Background: an optimization exercise with open tools, aiming at small area and a short achievable clock period. Do not read the settings as production practice. Function was checked by simulation only, so behaviour that the tests miss may differ from the original. Power figures rest on the tool's default switching activity, not on a simulated workload.

==> design.v <==
module fifo_mux_2_1(in0, in1, sel, out);
  parameter br = 1;
  parameter bw = 8;
  input [br*bw-1:0] in0;
  input [br*bw-1:0] in1; 
  input sel;
  output [br*bw-1:0] out;
  wire sbar; 
  wire [br*bw-1:0] w1, w2, out;
  genvar i;
  not G01 (sbar, sel);
  for (i=0; i < br*bw ; i=i+1) begin : gen
     and G0  (w1[i], in0[i], sbar);
     and G1  (w2[i], in1[i], sel);
     or  G2  (out[i], w1[i], w2[i]);
  end
 endmodule
module fifo_mux_8_1 (out, sel, in0, in1, in2, in3, in4, in5, in6, in7 );
  parameter bw = 4;
  parameter br = 1;
  input  [2:0 ] sel ;
  input  [br*bw-1:0] in0;
  input  [br*bw-1:0] in1;
  input  [br*bw-1:0] in2;
  input  [br*bw-1:0] in3;
  input  [br*bw-1:0] in4;
  input  [br*bw-1:0] in5;
  input  [br*bw-1:0] in6;
  input  [br*bw-1:0] in7;
  output [br*bw-1:0] out;
  wire   [br*bw-1:0] out_sub0_0, out_sub0_1, out_sub0_2, out_sub0_3 ;
  wire   [br*bw-1:0] out_sub1_0, out_sub1_1 ;
 fifo_mux_2_1 #(.bw(bw),.br(br)) fifo_mux_2_1a (.in0(in0), .in1(in1), .sel(sel[0]), .out(out_sub0_0));
 fifo_mux_2_1 #(.bw(bw),.br(br)) fifo_mux_2_1b (.in0(in2), .in1(in3), .sel(sel[0]), .out(out_sub0_1));
 fifo_mux_2_1 #(.bw(bw),.br(br)) fifo_mux_2_1c (.in0(in4), .in1(in5), .sel(sel[0]), .out(out_sub0_2));
 fifo_mux_2_1 #(.bw(bw),.br(br)) fifo_mux_2_1d (.in0(in6), .in1(in7), .sel(sel[0]), .out(out_sub0_3));
 fifo_mux_2_1 #(.bw(bw),.br(br)) fifo_mux_2_1e (.in0(out_sub0_0), .in1(out_sub0_1), .sel(sel[1]), .out(out_sub1_0));
 fifo_mux_2_1 #(.bw(bw),.br(br)) fifo_mux_2_1f (.in0(out_sub0_2), .in1(out_sub0_3), .sel(sel[1]), .out(out_sub1_1));
 fifo_mux_2_1 #(.bw(bw),.br(br)) fifo_mux_2_1g (.in0(out_sub1_0), .in1(out_sub1_1), .sel(sel[2]), .out(out));
endmodule
module fifo_depth8 (rd_clk, wr_clk, in, out, rd, wr, o_full, o_empty, reset);
  parameter br = 1;
  parameter bw = 4;
  parameter simd = 1;
  parameter lrf_depth = 1;
  input  rd_clk;
  input  wr_clk;
  input  rd;
  input  wr;
  input  reset;
  output o_full;
  output o_empty;
  input  [br*simd*bw-1:0] in;
  output [br*simd*bw-1:0] out;
  wire full, empty;
  reg [3:0] rd_ptr;
  reg [3:0] wr_ptr;
  reg [br*simd*bw-1:0] q0;
  reg [br*simd*bw-1:0] q1;
  reg [br*simd*bw-1:0] q2;
  reg [br*simd*bw-1:0] q3;
  reg [br*simd*bw-1:0] q4;
  reg [br*simd*bw-1:0] q5;
  reg [br*simd*bw-1:0] q6;
  reg [br*simd*bw-1:0] q7;
 assign empty = (wr_ptr == rd_ptr) ? 1'b1 : 1'b0 ;
 assign full  = ((wr_ptr[2:0] == rd_ptr[2:0]) && (wr_ptr[3] != rd_ptr[3])) ? 1'b1 : 1'b0;
 assign o_full  = full;
 assign o_empty = empty;
  fifo_mux_8_1 #(.bw(bw)) fifo_mux_16_1a (.in0(q0), .in1(q1), .in2(q2), .in3(q3), .in4(q4), .in5(q5), .in6(q6), .in7(q7),
                        	                        .sel(rd_ptr[2:0]), .out(out));
 always @ (posedge rd_clk) begin
   if (reset) begin
      rd_ptr <= 4'b0000;
   end
   else if ((rd == 1) && (empty == 0)) begin
      rd_ptr <= rd_ptr + 1;
   end
 end
 always @ (posedge wr_clk) begin
   if (reset) begin
      wr_ptr <= 4'b0000;
   end
   else begin 
      if ((wr == 1) && (full == 0)) begin
        wr_ptr <= wr_ptr + 1;
      end
      if (wr == 1) begin
        case (wr_ptr[2:0])
         3'b000   :    q0  <= in ;
         3'b001   :    q1  <= in ;
         3'b010   :    q2  <= in ;
         3'b011   :    q3  <= in ;
         3'b100   :    q4  <= in ;
         3'b101   :    q5  <= in ;
         3'b110   :    q6  <= in ;
         3'b111   :    q7  <= in ;
        endcase
      end
   end
 end
endmodule
module exp_lut (clk, wr, out, in, lut_in, reset);
parameter bw = 8;
output [bw-1:0] out ;
input  [bw-1:0] lut_in;
input  [bw/2-1:0] in;
input  clk;
input  wr;
input  reset;
reg	[bw-1:0] lut_q0;
reg	[bw-1:0] lut_q1;
reg	[bw-1:0] lut_q2;
reg	[bw-1:0] lut_q3;
reg	[bw-1:0] lut_q4;
reg	[bw-1:0] lut_q5;
reg	[bw-1:0] lut_q6;
reg	[bw-1:0] lut_q7;
reg	[bw-1:0] lut_q8;
reg	[bw-1:0] lut_q9;
reg	[bw-1:0] lut_q10;
reg	[bw-1:0] lut_q11;
reg	[bw-1:0] lut_q12;
reg	[bw-1:0] lut_q13;
reg	[bw-1:0] lut_q14;
reg	[bw-1:0] lut_q15;
assign out = (in == 0) ? lut_q0 : 
   (in == 1) ?	lut_q1	:
   (in == 2) ?	lut_q2	:
   (in == 3) ?	lut_q3	:
   (in == 4) ?	lut_q4	:
   (in == 5) ?	lut_q5	:
   (in == 6) ?	lut_q6	:
   (in == 7) ?	lut_q7	:
   (in == 8) ?	lut_q8	:
   (in == 9) ?	lut_q9	:
   (in == 10) ?	lut_q10	:
   (in == 11) ?	lut_q11	:
   (in == 12) ?	lut_q12	:
   (in == 13) ?	lut_q13	:
   (in == 14) ?	lut_q14	:
   	        lut_q15 ; 	
always @ (posedge clk) begin
 if (wr) begin
   lut_q0   <= lut_in;
   lut_q1   <= lut_q0	;
   lut_q2   <= lut_q1	;
   lut_q3   <= lut_q2	;
   lut_q4   <= lut_q3	;
   lut_q5   <= lut_q4	;
   lut_q6   <= lut_q5	;
   lut_q7   <= lut_q6	;
   lut_q8   <= lut_q7	;
   lut_q9   <= lut_q8	;
   lut_q10  <= lut_q9	;
   lut_q11  <= lut_q10	;
   lut_q12  <= lut_q11	;
   lut_q13  <= lut_q12	;
   lut_q14  <= lut_q13	;
   lut_q15  <= lut_q14	;
  end
end
endmodule
`timescale 1ns/1ps
module softmax (clk, out, in, lut_wr, execute, fetch, reset, mode);
parameter bw  = 8;
parameter col = 8;
input mode;
input  [col*bw-1:0] in;
input  clk;
input  execute;
input  [1:0] lut_wr;
input  reset, fetch;
output [col*bw-1:0] out;
reg  [63:0]  in_q;
reg  [1:0]   wr_q;
reg          mode_q, exe_q;
reg  [127:0] hi_t;
reg  [127:0] lo_t;
reg  [511:0] fq;           
reg  [13:0]  sum_q;
reg          any_q, many_q;    
reg  [63:0]  out_q;
reg  [3:0]   cnt;          
reg  [2:0]   fcnt;         
reg          div_start;
reg  [111:0] rem_q;
reg  [47:0]  quo_q;
reg push_q, sen_q, sclr_q, oen_q;
reg busy_a, busy_na, busy_b, busy_nb;
reg dsel_a, dsel_na;
wire m0 = ~mode_q;
wire m1 = mode_q;
wire push_n = (m0 & exe_q & (cnt == 4'd0)) |
              (m1 & (cnt >= 4'd1) & (cnt <= 4'd8)) |
              (m1 & fetch & (fcnt == 3'd0));
wire sen_n  = (m0 & exe_q & (cnt == 4'd1)) |
              (m1 & (cnt >= 4'd2) & (cnt <= 4'd9));
wire sclr_n = (m0 & exe_q & (cnt == 4'd1)) |
              (m1 & (cnt == 4'd2));
wire busy_n = (m0 & exe_q & ((cnt == 4'd3) | (cnt == 4'd4) | (cnt == 4'd0))) |
              (m1 & fetch & (fcnt <= 3'd2));
wire oen_n  = (m0 & exe_q & div_start & (cnt == 4'd0)) |
              (m1 & fetch & (fcnt == 3'd2));
wire [63:0] e_vec;
reg  [10:0] tsum;
integer k;
always @(*) begin
   tsum = 11'd0;
   for (k = 0; k < 8; k = k + 1)
      tsum = tsum + fq[8*k +: 8];
end
wire [7:0] nzl;
genvar n;
for (n = 0; n < 8; n = n + 1) begin : nz
   assign nzl[n] = |fq[8*n +: 8];
end
reg c2;
integer m, u;
always @(*) begin
   c2 = 1'b0;
   for (m = 0; m < 8; m = m + 1)
      for (u = m + 1; u < 8; u = u + 1)
         c2 = c2 | (nzl[m] & nzl[u]);
end
wire c1 = |nzl;
wire one = any_q & ~many_q;     
wire [111:0] rem_n;
wire [47:0]  quo_n;
wire [63:0]  res;
genvar i, j, c;
for (i = 0; i < 8; i = i + 1) begin : lane
   wire [3:0] a = in_q[8*i+7 : 8*i+4];
   wire [3:0] b = in_q[8*i+3 : 8*i];
   wire [7:0] h = hi_t[8*a +: 8];
   wire [7:0] l = lo_t[8*b +: 8];
   wire [7:0] ps [0:7];     
   wire [7:0] pc [0:7];     
   assign ps[0] = h & {8{l[0]}};
   assign pc[0] = 8'd0;
   for (j = 1; j < 8; j = j + 1) begin : row
      for (c = 0; c < 8; c = c + 1) begin : col
         wire x = h[c] & l[j];
         wire y = (c < 7) ? ps[j-1][c+1] : 1'b0;
         wire z = pc[j-1][c];
         assign ps[j][c] = x ^ y ^ z;
         assign pc[j][c] = (x & y) | (z & (x ^ y));
      end
   end
   wire [7:0] fs, fc;
   for (c = 0; c < 8; c = c + 1) begin : fin
      assign fs[c] = (c < 7) ? ps[7][c+1] : 1'b0;
      assign fc[c] = pc[7][c];
   end
   assign e_vec[8*i +: 8] = fs + fc;
   wire        dsel = (i < 4) ? dsel_a : ~dsel_na;
   wire        busy = (i < 2) ? busy_a : (i < 4) ? ~busy_na :
                      (i < 6) ? busy_b : ~busy_nb;
   wire [7:0]  d  = dsel ? fq[448+8*i +: 8] : fq[8*i +: 8];
   wire [13:0] rs = busy ? rem_q[14*i +: 14] : {6'd0, d};
   wire [15:0] d1 = {1'b0, rs, 1'b0} - {2'b0, sum_q};
   wire        q1 = ~d1[15];
   wire [13:0] r1 = q1 ? d1[13:0] : {rs[12:0], 1'b0};
   wire [15:0] d2 = {1'b0, r1, 1'b0} - {2'b0, sum_q};
   wire        q2 = ~d2[15];
   wire [13:0] r2 = q2 ? d2[13:0] : {r1[12:0], 1'b0};
   assign rem_n[14*i +: 14] = r2;
   assign quo_n[6*i +: 6]   = {quo_q[6*i +: 4], q1, q2};
   assign res[8*i +: 8]     = {quo_q[6*i +: 6], q1, q2} & {8{~one}};
end
assign out = out_q;
always @(posedge clk) begin
   in_q   <= in;
   wr_q   <= lut_wr;
   mode_q <= mode;
   dsel_a  <= mode;
   dsel_na <= ~mode;
   busy_b  <= busy_n;
   busy_nb <= ~busy_n;
   if (wr_q[1]) hi_t <= {hi_t[63:0], in_q};
   if (wr_q[0]) lo_t <= {lo_t[63:0], in_q};
   if (push_q) fq <= {fq[447:0], e_vec};
   if (sen_q) begin
      sum_q  <= (sclr_q ? 14'd0 : sum_q) + {3'd0, tsum};
      any_q  <= (~sclr_q & any_q) | c1;
      many_q <= (~sclr_q & (many_q | (any_q & c1))) | c2;
   end
   rem_q <= rem_n;
   quo_q <= quo_n;
   if (oen_q) out_q <= res;
end
always @(posedge clk) begin
   if (reset) begin
      exe_q     <= 1'b0;
      cnt       <= 4'd0;
      fcnt      <= 3'd0;
      div_start <= 1'b0;
      push_q    <= 1'b0;
      sen_q     <= 1'b0;
      sclr_q    <= 1'b0;
      busy_a    <= 1'b0;
      busy_na   <= 1'b1;
      oen_q     <= 1'b0;
   end
   else begin
      exe_q  <= execute;
      push_q <= push_n;
      sen_q  <= sen_n;
      sclr_q <= sclr_n;
      busy_a  <= busy_n;
      busy_na <= ~busy_n;
      oen_q  <= oen_n;
      if (m0) begin
         if (exe_q) begin
            cnt <= (cnt == 4'd4) ? 4'd0 : cnt + 4'd1;
            if (cnt == 4'd2) div_start <= 1'b1;
         end
      end
      else begin
         if (exe_q || cnt != 4'd0)
            cnt <= (cnt == 4'd12) ? 4'd0 : cnt + 4'd1;
      end
      if (!exe_q)
         div_start <= 1'b0;
      if (fetch)
         fcnt <= (fcnt == 3'd4) ? 3'd0 : fcnt + 3'd1;
      else
         fcnt <= 3'd0;
   end
end
endmodule
==> flow/run.sh <==
#!/bin/bash
# The standard layout, with stronger port buffers than the flow's default
# choice (a delay cell), so that the output ports are driven by a plain buffer.
set -euo pipefail
export BUFFER_PORTS_ARGS="-buffer_cell sky130_fd_sc_hd__buf_2"
bash standard.sh > standard.log 2>&1
==> standard.sh <==
#!/bin/bash
# synth_recipe.tcl (not shown) runs the flow's synth.tcl, then flattens the netlist and writes it again
# the make line also repeats each setting of config.mk as NAME=value (left out here)
make -C /OpenROAD-flow-scripts/flow DESIGN_CONFIG=/design/flow/config.mk WORK_HOME=/design/flow/orfs CLKGATE_MAP_FILE= SYNTH_SCRIPT=/design/flow/synth_recipe.tcl "${@:-finish}"
==> config.mk <==
export PLATFORM = sky130hd
export DESIGN_NAME = softmax
export DESIGN_NICKNAME = softmax
export VERILOG_FILES = /design/flow/design.v
export SDC_FILE = /design/flow/constraint.sdc
export NUM_CORES = 4
export LEC_CHECK = 0
export CAP_MARGIN = 40
export CORE_MARGIN = 2
export CORE_UTILIZATION = 72
export CTS_CLUSTER_DIAMETER = 100
export CTS_CLUSTER_SIZE = 24
export SLEW_MARGIN = 40
==> constraint.sdc <==
create_clock -name core_clock -period 33.0 [get_ports {clk}]
set_input_delay 6.6000 -clock core_clock [delete_from_list [all_inputs] [get_ports {clk}]]
set_output_delay 6.6000 -clock core_clock [all_outputs]
set_load 0.01 [all_outputs]
==> impl_metrics.env <==
export IMPL_status="complete, no violations"
export IMPL_fmax_ghz=0.127
export IMPL_cts_setup_buffers=0
export IMPL_synth_top_cell_area_share=0.342
export IMPL_cap_violations=0
export IMPL_die_h_um=325
export IMPL_cts_inserted_buffers=54
export IMPL_cellPowerDensity_nw_per_um2=112
export IMPL_grtUsageMet3=0.0820
export IMPL_finalCriticalPeriod_ps=7860
export IMPL_grt_setup_unrepaired="false"
export IMPL_critPathKind="reg2out"
export IMPL_met1_usage=0.458
export IMPL_drt_wirelength_per_cell_um=26.3
export IMPL_via_per_inst=6.81
export IMPL_cts_tree="built"
export IMPL_area_growth_pct=5.48
export IMPL_drtIter0Drc=5269
export IMPL_finalHoldViolCount=0
export IMPL_gp_congestion=0.970
export IMPL_place_area_um2=76700
export IMPL_fin_setup_tns_ps=0
export IMPL_fp_dieArea_um2=106000
export IMPL_via_count=48600
export IMPL_cp_data_arrival_time_ps=1260
export IMPL_cp_required_ps=26400
export IMPL_hold_class="reg2reg"
export IMPL_place_ws_ps=25390
export IMPL_ys_flop_type="edfxtp_1"
export IMPL_end_kind="output port"
export IMPL_yosysWarnings=1
export IMPL_route_detailed_drc=0
export IMPL_clk_latency_ps=720
export IMPL_finish_instance_area_um2=78500
export IMPL_htreeDepth=2
export IMPL_syn_nets=6458
export IMPL_cts_sinks=1093
export IMPL_drive_gt1_frac=0.194
export IMPL_port_buffers=134
export IMPL_path_clk_slew_ps=110
export IMPL_synth_top_cell_by_area="edfxtp_1"
export IMPL_drt_wl_total_mm=188
export IMPL_grt_pass1_vias=49000
export IMPL_fin_util=0.768
export IMPL_final_nets=6539
export IMPL_path_cells="buf_2"
export IMPL_dp_hpwl_mm=133
export IMPL_cp_start_kind="register"
export IMPL_num_rows=117
export IMPL_critPathBufInv=1
export IMPL_layout_commonest_cell="edfxtp_1"
export IMPL_yosysUniqueCellTypes=86
export IMPL_antenna_found_initial=1
export IMPL_synth_area_top_cells="edfxtp_1, mux4_2, fa_1"
export IMPL_cp_slowest_cell="edfxtp_1"
export IMPL_num_fill_cells=6329
export IMPL_grt_first_pass_wirelength_mm=288
export IMPL_finClkSkew_ps=33.2
export IMPL_synth_edf_count=848
export IMPL_first_pass_iters=6
export IMPL_grtUsageMet2=0.570
export IMPL_synthesis_area_um2=74400
export IMPL_peakVddDrop_uv=256
export IMPL_grt_overflow_total=0
export IMPL_setup_ws_ps=25140
export IMPL_path_max_fanout=1
export IMPL_yosysSeqAreaShare=0.408
export IMPL_slew_viol_final=0
export IMPL_ctsResizeCount=0
export IMPL_initial_core_util=0.728
export IMPL_worstMarginPinSlew_ps=938
export IMPL_cts_root_buf="clkbuf_16"
export IMPL_syn_area_per_cell_um2=13.2
export IMPL_async_flop_share=0
export IMPL_die_width_um=325
export IMPL_drtAntennaViolNets=0
export IMPL_cts_buffer_depth=3
export IMPL_synth_seq_cells=1093
export IMPL_boundaryPins=135
export IMPL_period_share=0.238
export IMPL_syn_inst=5645
export IMPL_core_um2=102000
export IMPL_ctsHoldBuffers=0
export IMPL_slew_headroom=0.374
export IMPL_grt_usage=0.360
export IMPL_p_leak_nw=30.6
export IMPL_crit_family="flip-flops"
export IMPL_whs_ps=339
export IMPL_mostFrequentLayoutCells="edfxtp_1, mux4_2, inv_1, ha_1, nor2_1"
export IMPL_critical_path_max_stage_delay_ps=400
export IMPL_finalSetupViolations=0
export IMPL_grt_max_degree=102
export IMPL_grt_busiest_layer="met2"
## registers in the layout, summed over array words and instances (netlist names), 2 cells and up
register,count
rem_q,112
hi_t,128
wr_q,2
sum_q,14
out_q,64
fq,512
quo_q,48
in_q,64
cnt,4
fcnt,3
lo_t,128
## power by group
group	switching, mW	leakage, nW	total (mW)	internal [mW]
combinational	3.20	19.7	5.77	2.57
sequential	0.221	10.1	2.21	1.99
clock	0.449	0.821	0.783	0.334
total	3.87	30.6	8.77	4.90
## cell usage after synthesis (19+ instances only)
master    number
o21ai_0      165
ha_1         383
o21bai_1      37
clkbuf_1     102
and2_1       217
a31oi_1       23
xor2_1        59
a21o_1        52
edfxtp_1     848
nor2b_1      117
o21a_1        68
nand3_1       38
xnor2_1      135
nand2b_1      45
nor4_1        23
mux4_2       616
mux2_2       126
nand2_1      318
inv_1        501
buf_1         41
nor3_1        46
dfxtp_1      245
a211oi_1      28
fa_1         359
buf_2         52
nor2_1       379
a21oi_1      250
mux2i_1      112
o211ai_1      19
## through the flow
stage                     power (mW)  cells
final                           8.77   7141
after global routing            9.61   7140
after CTS                       8.75   7138
after detailed placement        7.95   7036
after global placement          7.65   7034
after floorplan                 6.59   5645
## logic make-up (layout without fill, tap and decap cells)
logic type               Yosys count  count (layout)  synth area share
buffers and inverters            711             838            0.0371
adder cells (fa/ha/maj)          745             745             0.161
AO/OA/AOI/OAI                    786             786            0.0674
other                              0               1                 0
AND/OR/NAND/NOR                 1258            1258            0.0816
multiplexers                     858             858             0.221
flip-flops                      1093            1093             0.408
XOR/XNOR                         194             194            0.0228
## worst paths after layout
kind,start,to,slack [ps],cells past startpoint
max,out_q[3]$_DFFE_PP_,out[3],25140,1
min,quo_q[1]$_DFF_P_,quo_q[3]$_DFF_P_,340,0
max reg2reg,in_q[9]$_DFF_P_,fq[14]$_DFFE_PP_,25240,26
min reg2reg,quo_q[1]$_DFF_P_,quo_q[3]$_DFF_P_,340,0
## final cells by class
class,count,area (µm²),share of cell area
timing repair buffer,225,1430,0.0183
antenna,1,2.50,0.0000319
clock inverter,13,156,0.00199
multi-input combinational,3841,41300,0.526
inverter,511,1920,0.0244
tap,1368,1710,0.0218
clock buffer,89,1530,0.0194
sequential,1093,30400,0.388
## metal layers
layer / vias up / wire, µm / part of all wire
met4: 0 / 13600 / 0.072
met1: 24000 / 66800 / 0.36
met3: 631 / 19500 / 0.10
met2: 2806 / 87900 / 0.47
met5: - / 0 / 0
li1: 21200 / - / -

==> what the ideal ports hide <==
The flow's constraints put no driver on any port. The routed layout listed below was extracted and timed again, unchanged, in two steps.
Step 1 sets driving cells, clkbuf_16 on the clock port and buf_2 on the other inputs (assumed; they add their load-dependent delay and slew).
Step 2, shift: input delay + t, output delay - t, t = (earliest + latest rising clock arrival at the registers) / 2. This alone moves slack from input paths to output paths.
Slacks: ideal / step 1 / step 2; pairs: ideal / step 1.
t, ns: 0.782
setup slack, ns: 25.139 / 25.062 / 25.239
worst slew at a driven data input, ns: 0.05
After both steps this run still meets setup and hold. For this run, drivers alone change the setup slack by -0.077 ns; drivers and shift together by +0.100 ns.
